From an optimization exercise on the open Yosys and OpenROAD flow, aimed at small area; shortcuts taken in it are not production practice.
In this exercise RTL edits were held to simulation tests only and were not proved equivalent to the original.
Power is estimated from default activity; no workload was simulated.

==> inputs of job 2210 <==
==> flow/design.v (excerpt) <==
module CPU (
    input  logic        clk, rst_n,
    output logic [13:0] imem_addr,
    input  logic [31:0] imem_rdata,
    output logic [13:0] dmem_addr,
    output logic [31:0] dmem_wdata,
    output logic        dmem_we,
    input  logic [31:0] dmem_rdata,
    input  logic [7:0]  switches1, switches2, switches3,
    input  logic        bt1, bt2, bt3, bt4, bt5,
    input  logic [4:0]  kb_idx,
    output logic [7:0]  led1_out, led2_out,
    output logic [31:0] seg1_out
);
    wire rst = ~rst_n;
    function automatic [31:0] immgen(input [31:0] i);
        case (i[6:0])
            7'b0010011, 7'b0000011, 7'b1100111: immgen = {{20{i[31]}}, i[31:20]};
            7'b0100011: immgen = {{20{i[31]}}, i[31:25], i[11:7]};
            7'b1100011: immgen = {{19{i[31]}}, i[31], i[7], i[30:25], i[11:8], 1'b0};
            7'b0110111, 7'b0010111: immgen = {i[31:12], 12'b0};
            7'b1101111: immgen = {{11{i[31]}}, i[31], i[19:12], i[20], i[30:21], 1'b0};
            default: immgen = 32'b0;
        endcase
    endfunction
    function automatic [31:0] rstval(input [4:0] r);
  ...
==> module mc_md, before the edit <==
module mc_md (
    input  logic        clk,
    input  logic [31:0] a, b,
    input  logic        s, div, isq, ph1,
    output logic [63:0] p,
    output logic [31:0] dres
);
    wire sa = a[31], sb = b[31];
    logic [31:0] ua;
    mc_cneg na (.v(a), .n(sa), .o(ua));
    wire [31:0] m = div ? (b ^ {32{~sb}}) : a;
    wire sm = s & ~div;     
    logic [32:17] hz;
    assign hz[32] = 1'b1;
    for (genvar w = 17; w < 32; w++) begin : ghz
        assign hz[w] = sb ? ((&b[31:w]) & (|b[w-1:0])) : ~(|b[31:w]);
    end
    wire bz = ~(|b);
    logic [48:0] mr;      
    logic [31:0] O [0:15];
    logic [15:0] co, lsb, q;
    for (genvar r = 0; r < 16; r++) begin : row
        localparam int W = r + 17;
        wire bs = div | (ph1 ? b[r] : b[r+16]);
        wire nbit = ph1 ? ua[31-r] : ua[15-r];
        logic [31:0] A, B, S;
        for (genvar i = 0; i < 32; i++) begin : gpp
            wire inv;
            if (r < 15) begin : gl
                assign inv = (i == 31) ? sm : 1'b0;
            end else begin : gl15
                assign inv = (i == 31) ? (sm & ph1) : (sm & ~ph1);
            end
            assign B[i] = (m[i] & bs) ^ inv;
        end
        for (genvar i = 0; i < 32; i++) begin : ga
            wire am, ad;    
            if (r == 0) begin : g0
                if (i < 31) begin : gm
                    assign am = ph1 ? 1'b0 : mr[17+i];
                end else begin : gm31
                    assign am = ph1 ? 1'b0 : mr[48];
                end
                if (i == 0) begin : gd0
                    assign ad = nbit;
                end else if (i <= 16) begin : gd
                    assign ad = ph1 ? 1'b0 : mr[16+i-1];
                end else begin : gdx
                    assign ad = 1'b0;
                end
            end else begin : gn
                if (r == 1 && i == 31) begin : gm1
                    assign am = co[0] | (s & ph1);     
                end else if (i == 31) begin : gm31
                    assign am = co[r-1];
                end else begin : gm
                    assign am = O[r-1][i+1];
                end
                if (i == 0) begin : gd0
                    assign ad = nbit;
                end else if (i < W) begin : gd
                    assign ad = O[r-1][i-1];
                end else begin : gdx
                    assign ad = 1'b0;
                end
            end
            assign A[i] = div ? ad : am;
        end
        logic cw, c32;
        mc_row #(.W(W), .FB(7), .B(6)) add (.a(A), .b(B), .ci(div & ~sb), .s(S), .cw(cw), .c32(c32));
        assign q[15-r] = cw & hz[W];
        assign co[r] = c32;
        assign lsb[r] = S[0];
        wire keep = div & ~q[15-r];     
        for (genvar i = 0; i < 32; i++) begin : go
            if (i < W) begin : gk
                assign O[r][i] = keep ? A[i] : S[i];
            end else begin : gs
                assign O[r][i] = S[i];
            end
        end
    end
    always_ff @(negedge clk) mr <= {co[15], O[15], (div ? q : lsb)};
    assign p = {co[15] ^ s, O[15][31:1], lsb, mr[15:0]};
    wire negq = (sa ^ sb) & ~bz;
    wire [31:0] sel = isq ? {mr[15:0], q} : O[15];
    mc_cneg no (.v(sel), .n(isq ? negq : sa), .o(dres));
endmodule
clock: 200.0 ns
lec_check: 0
abc_area: 1
cap_margin: 20
core_margin: 2
core_utilization: 60
cts_buf_list: sky130_fd_sc_hd__clkbuf_8
cts_cluster_diameter: 60
cts_cluster_size: 14
place_density: 0.7
slew_margin: 20
standard.sh (not shown) runs the stock make flow with config.mk's settings and CLKGATE_MAP_FILE= SYNTH_SCRIPT=/design/flow/synth_recipe.tcl, a recipe that flattens the netlist after the stock synthesis.
==> flow/flow/run.sh <==
#!/bin/bash
# Layout flow: the standard ORFS flow (standard.sh), with two changes:
#  - synthesis optimises the combinational logic with ABC's &deepsyn and maps
#    it with the area-oriented "&nf"
#    mapper (flow/abc_area.script) instead of "map"; registers are mapped by
#    the unchanged synthesis script before ABC runs, so they are the standard
#    synthesis's, with the same names and cells;
#  - the port buffers are sky130_fd_sc_hd__buf_1 cells.
# Every other step runs ORFS's own scripts unchanged. Each tool's full output
# goes to a log file in this folder (make.log, write_def.log) and ORFS's
# per-step logs under orfs/logs/.
set -euo pipefail
W=$(pwd)
rm -rf "$W/scripts_mod"
cp -r "$FLOW_HOME/scripts" "$W/scripts_mod"
cp "$W/flow/abc_area.script" "$W/scripts_mod/abc_area.script"
# standard.sh's make call, with the copied scripts and the port-buffer cell
sed -e "s#CLKGATE_MAP_FILE= #CLKGATE_MAP_FILE= SCRIPTS_DIR=$W/scripts_mod 'BUFFER_PORTS_ARGS=-buffer_cell sky130_fd_sc_hd__buf_1' #" \
    -e "s#^  openroad -no_init -exit \(.*\)\$#  openroad -no_init -exit \1 > $W/write_def.log 2>\&1#" \
    standard.sh > "$W/own_standard.sh"
grep -q "SCRIPTS_DIR=$W/scripts_mod" "$W/own_standard.sh"
bash "$W/own_standard.sh" > "$W/make.log" 2>&1
test -s "$W/out/final.def"
==> flow/flow/abc_area.script <==
strash
&get -n
&deepsyn -T 60
&put
&get -n
&dch -f
&nf -p -R 1000
&put
topo
stime -c
dnsize -c
==> job 4672 (differences from job 2210) <==
--- a/flow/design.v
+++ b/flow/design.v
@@ -179,17 +179,17 @@
                     assign ad = O[r-1][i-1];
                 end else begin : gdx
                     assign ad = 1'b0;
                 end
             end
             assign A[i] = div ? ad : am;
         end
         logic cw, c32;
-        mc_row #(.W(W), .FB(7), .B(6)) add (.a(A), .b(B), .ci(div & ~sb), .s(S), .cw(cw), .c32(c32));
+        mc_row #(.W(W), .FB(9), .B(7)) add (.a(A), .b(B), .ci(div & ~sb), .s(S), .cw(cw), .c32(c32));
         assign q[15-r] = cw & hz[W];
         assign co[r] = c32;
         assign lsb[r] = S[0];
         wire keep = div & ~q[15-r];     
         for (genvar i = 0; i < 32; i++) begin : go
             if (i < W) begin : gk
                 assign O[r][i] = keep ? A[i] : S[i];
             end else begin : gs
@@ -242,17 +242,17 @@
     logic        m_we, m_re, m_rw;
     logic [31:0] w_data;                   
     logic [4:0]  w_rd;
     logic        w_rw;
     logic icache_stall, dcache_stall, hz_stall, predict_fail;
     logic [31:0] old_pc;
     logic        old_branch, old_actual;
     logic ph_p, ph_n;
-    always_ff @(posedge clk) ph_p <= !rst && !ph_p;
+    always_ff @(posedge clk) ph_p <= ~ph_p;
     always_ff @(negedge clk) ph_n <= ph_p;
     wire ph1 = ph_p ^ ph_n;
     logic [15:0] ic_v;
     logic [15:0][9:0]  ic_tag;
     logic [15:0][31:0] ic_dat;
     logic [1:0]  ic_rs;
     wire [3:0] ic_off = pc[5:2];
     wire [9:0] ic_t   = pc[15:6];
--- a/flow/flow/run.sh
+++ b/flow/flow/run.sh
@@ -1,15 +1,15 @@
 #!/bin/bash
 # Layout flow: the standard ORFS flow (standard.sh), with two changes:
-#  - synthesis optimises the combinational logic with ABC's &deepsyn and maps
-#    it with the area-oriented "&nf"
-#    mapper (flow/abc_area.script) instead of "map"; registers are mapped by
-#    the unchanged synthesis script before ABC runs, so they are the standard
-#    synthesis's, with the same names and cells;
+#  - synthesis runs ORFS's own ABC area script without its last buffering and
+#    upsizing commands (flow/abc_area.script), which size gates for a 200 ps
+#    target that this design's 200 ns clock does not need; registers are
+#    mapped by the unchanged synthesis script before ABC runs, so they are
+#    the standard synthesis's, with the same names and cells;
 #  - the port buffers are sky130_fd_sc_hd__buf_1 cells.
 # Every other step runs ORFS's own scripts unchanged. Each tool's full output
 # goes to a log file in this folder (make.log, write_def.log) and ORFS's
 # per-step logs under orfs/logs/.
 set -euo pipefail
 W=$(pwd)
 rm -rf "$W/scripts_mod"
 cp -r "$FLOW_HOME/scripts" "$W/scripts_mod"
==> flow/flow/abc_area.script (replaced) <==
strash
dch
map -B 0.9
topo
stime -c
dnsize -c
- CAP_MARGIN: 20 -> 30
- CORE_UTILIZATION: 60 -> 63
- PLACE_DENSITY: 0.7 -> 0.72
- SLEW_MARGIN: 20 -> 30
==> job 2332 (differences from job 2210) <==
--- a/flow/design.v
+++ b/flow/design.v
@@ -242,17 +242,17 @@
     logic        m_we, m_re, m_rw;
     logic [31:0] w_data;                   
     logic [4:0]  w_rd;
     logic        w_rw;
     logic icache_stall, dcache_stall, hz_stall, predict_fail;
     logic [31:0] old_pc;
     logic        old_branch, old_actual;
     logic ph_p, ph_n;
-    always_ff @(posedge clk) ph_p <= !rst && !ph_p;
+    always_ff @(posedge clk) ph_p <= ~ph_p;
     always_ff @(negedge clk) ph_n <= ph_p;
     wire ph1 = ph_p ^ ph_n;
     logic [15:0] ic_v;
     logic [15:0][9:0]  ic_tag;
     logic [15:0][31:0] ic_dat;
     logic [1:0]  ic_rs;
     wire [3:0] ic_off = pc[5:2];
     wire [9:0] ic_t   = pc[15:6];
==> job 5707 (differences from job 2210) <==
--- a/flow/design.v
+++ b/flow/design.v
@@ -179,17 +179,17 @@
                     assign ad = O[r-1][i-1];
                 end else begin : gdx
                     assign ad = 1'b0;
                 end
             end
             assign A[i] = div ? ad : am;
         end
         logic cw, c32;
-        mc_row #(.W(W), .FB(7), .B(6)) add (.a(A), .b(B), .ci(div & ~sb), .s(S), .cw(cw), .c32(c32));
+        mc_row #(.W(W), .FB(9), .B(7)) add (.a(A), .b(B), .ci(div & ~sb), .s(S), .cw(cw), .c32(c32));
         assign q[15-r] = cw & hz[W];
         assign co[r] = c32;
         assign lsb[r] = S[0];
         wire keep = div & ~q[15-r];     
         for (genvar i = 0; i < 32; i++) begin : go
             if (i < W) begin : gk
                 assign O[r][i] = keep ? A[i] : S[i];
             end else begin : gs
==> flow/run.sh (new file) <==
#!/bin/bash
# synth_recipe.tcl (not shown) runs the flow's synth.tcl, then flattens the netlist and writes it again
# the make line also repeats each setting of config.mk as NAME=value (left out here)
make -C /OpenROAD-flow-scripts/flow DESIGN_CONFIG=/design/flow/config.mk WORK_HOME=/design/flow/orfs CLKGATE_MAP_FILE= SYNTH_SCRIPT=/design/flow/synth_recipe.tcl finish
- CAP_MARGIN: 20 -> 30
- CORE_UTILIZATION: 60 -> 63
- PLACE_DENSITY: 0.7 -> 0.72
- SLEW_MARGIN: 20 -> 30
removed: flow/flow/run.sh
removed: flow/flow/abc_area.script
removed: flow/standard.sh
==> notes.md <==
Job 2210 completed without violations. Job 2332 produced a clean layout. Job 5707 passed the timing, DRC and antenna checks. Job 4672 completed with no timing, DRC or antenna violations. First-iteration DRC count: job 4672 < job 5707 < job 2332 < job 2210. The lowest cell count belongs to job 2332, the highest to job 5707. Utilization, highest first: job 4672, job 5707, job 2332, job 2210. Synthesized cell count: job 5707 > job 4672 > job 2210 > job 2332. Setup slack: job 2210 > job 2332 > job 5707 > job 4672. Against job 4672, the worst hold slack of job 2210 is lower by 0.043 ns. Sequential power is about the same in job 2210 and job 2332. Clock skew, lowest first: job 5707, job 2332, job 2210, job 4672.
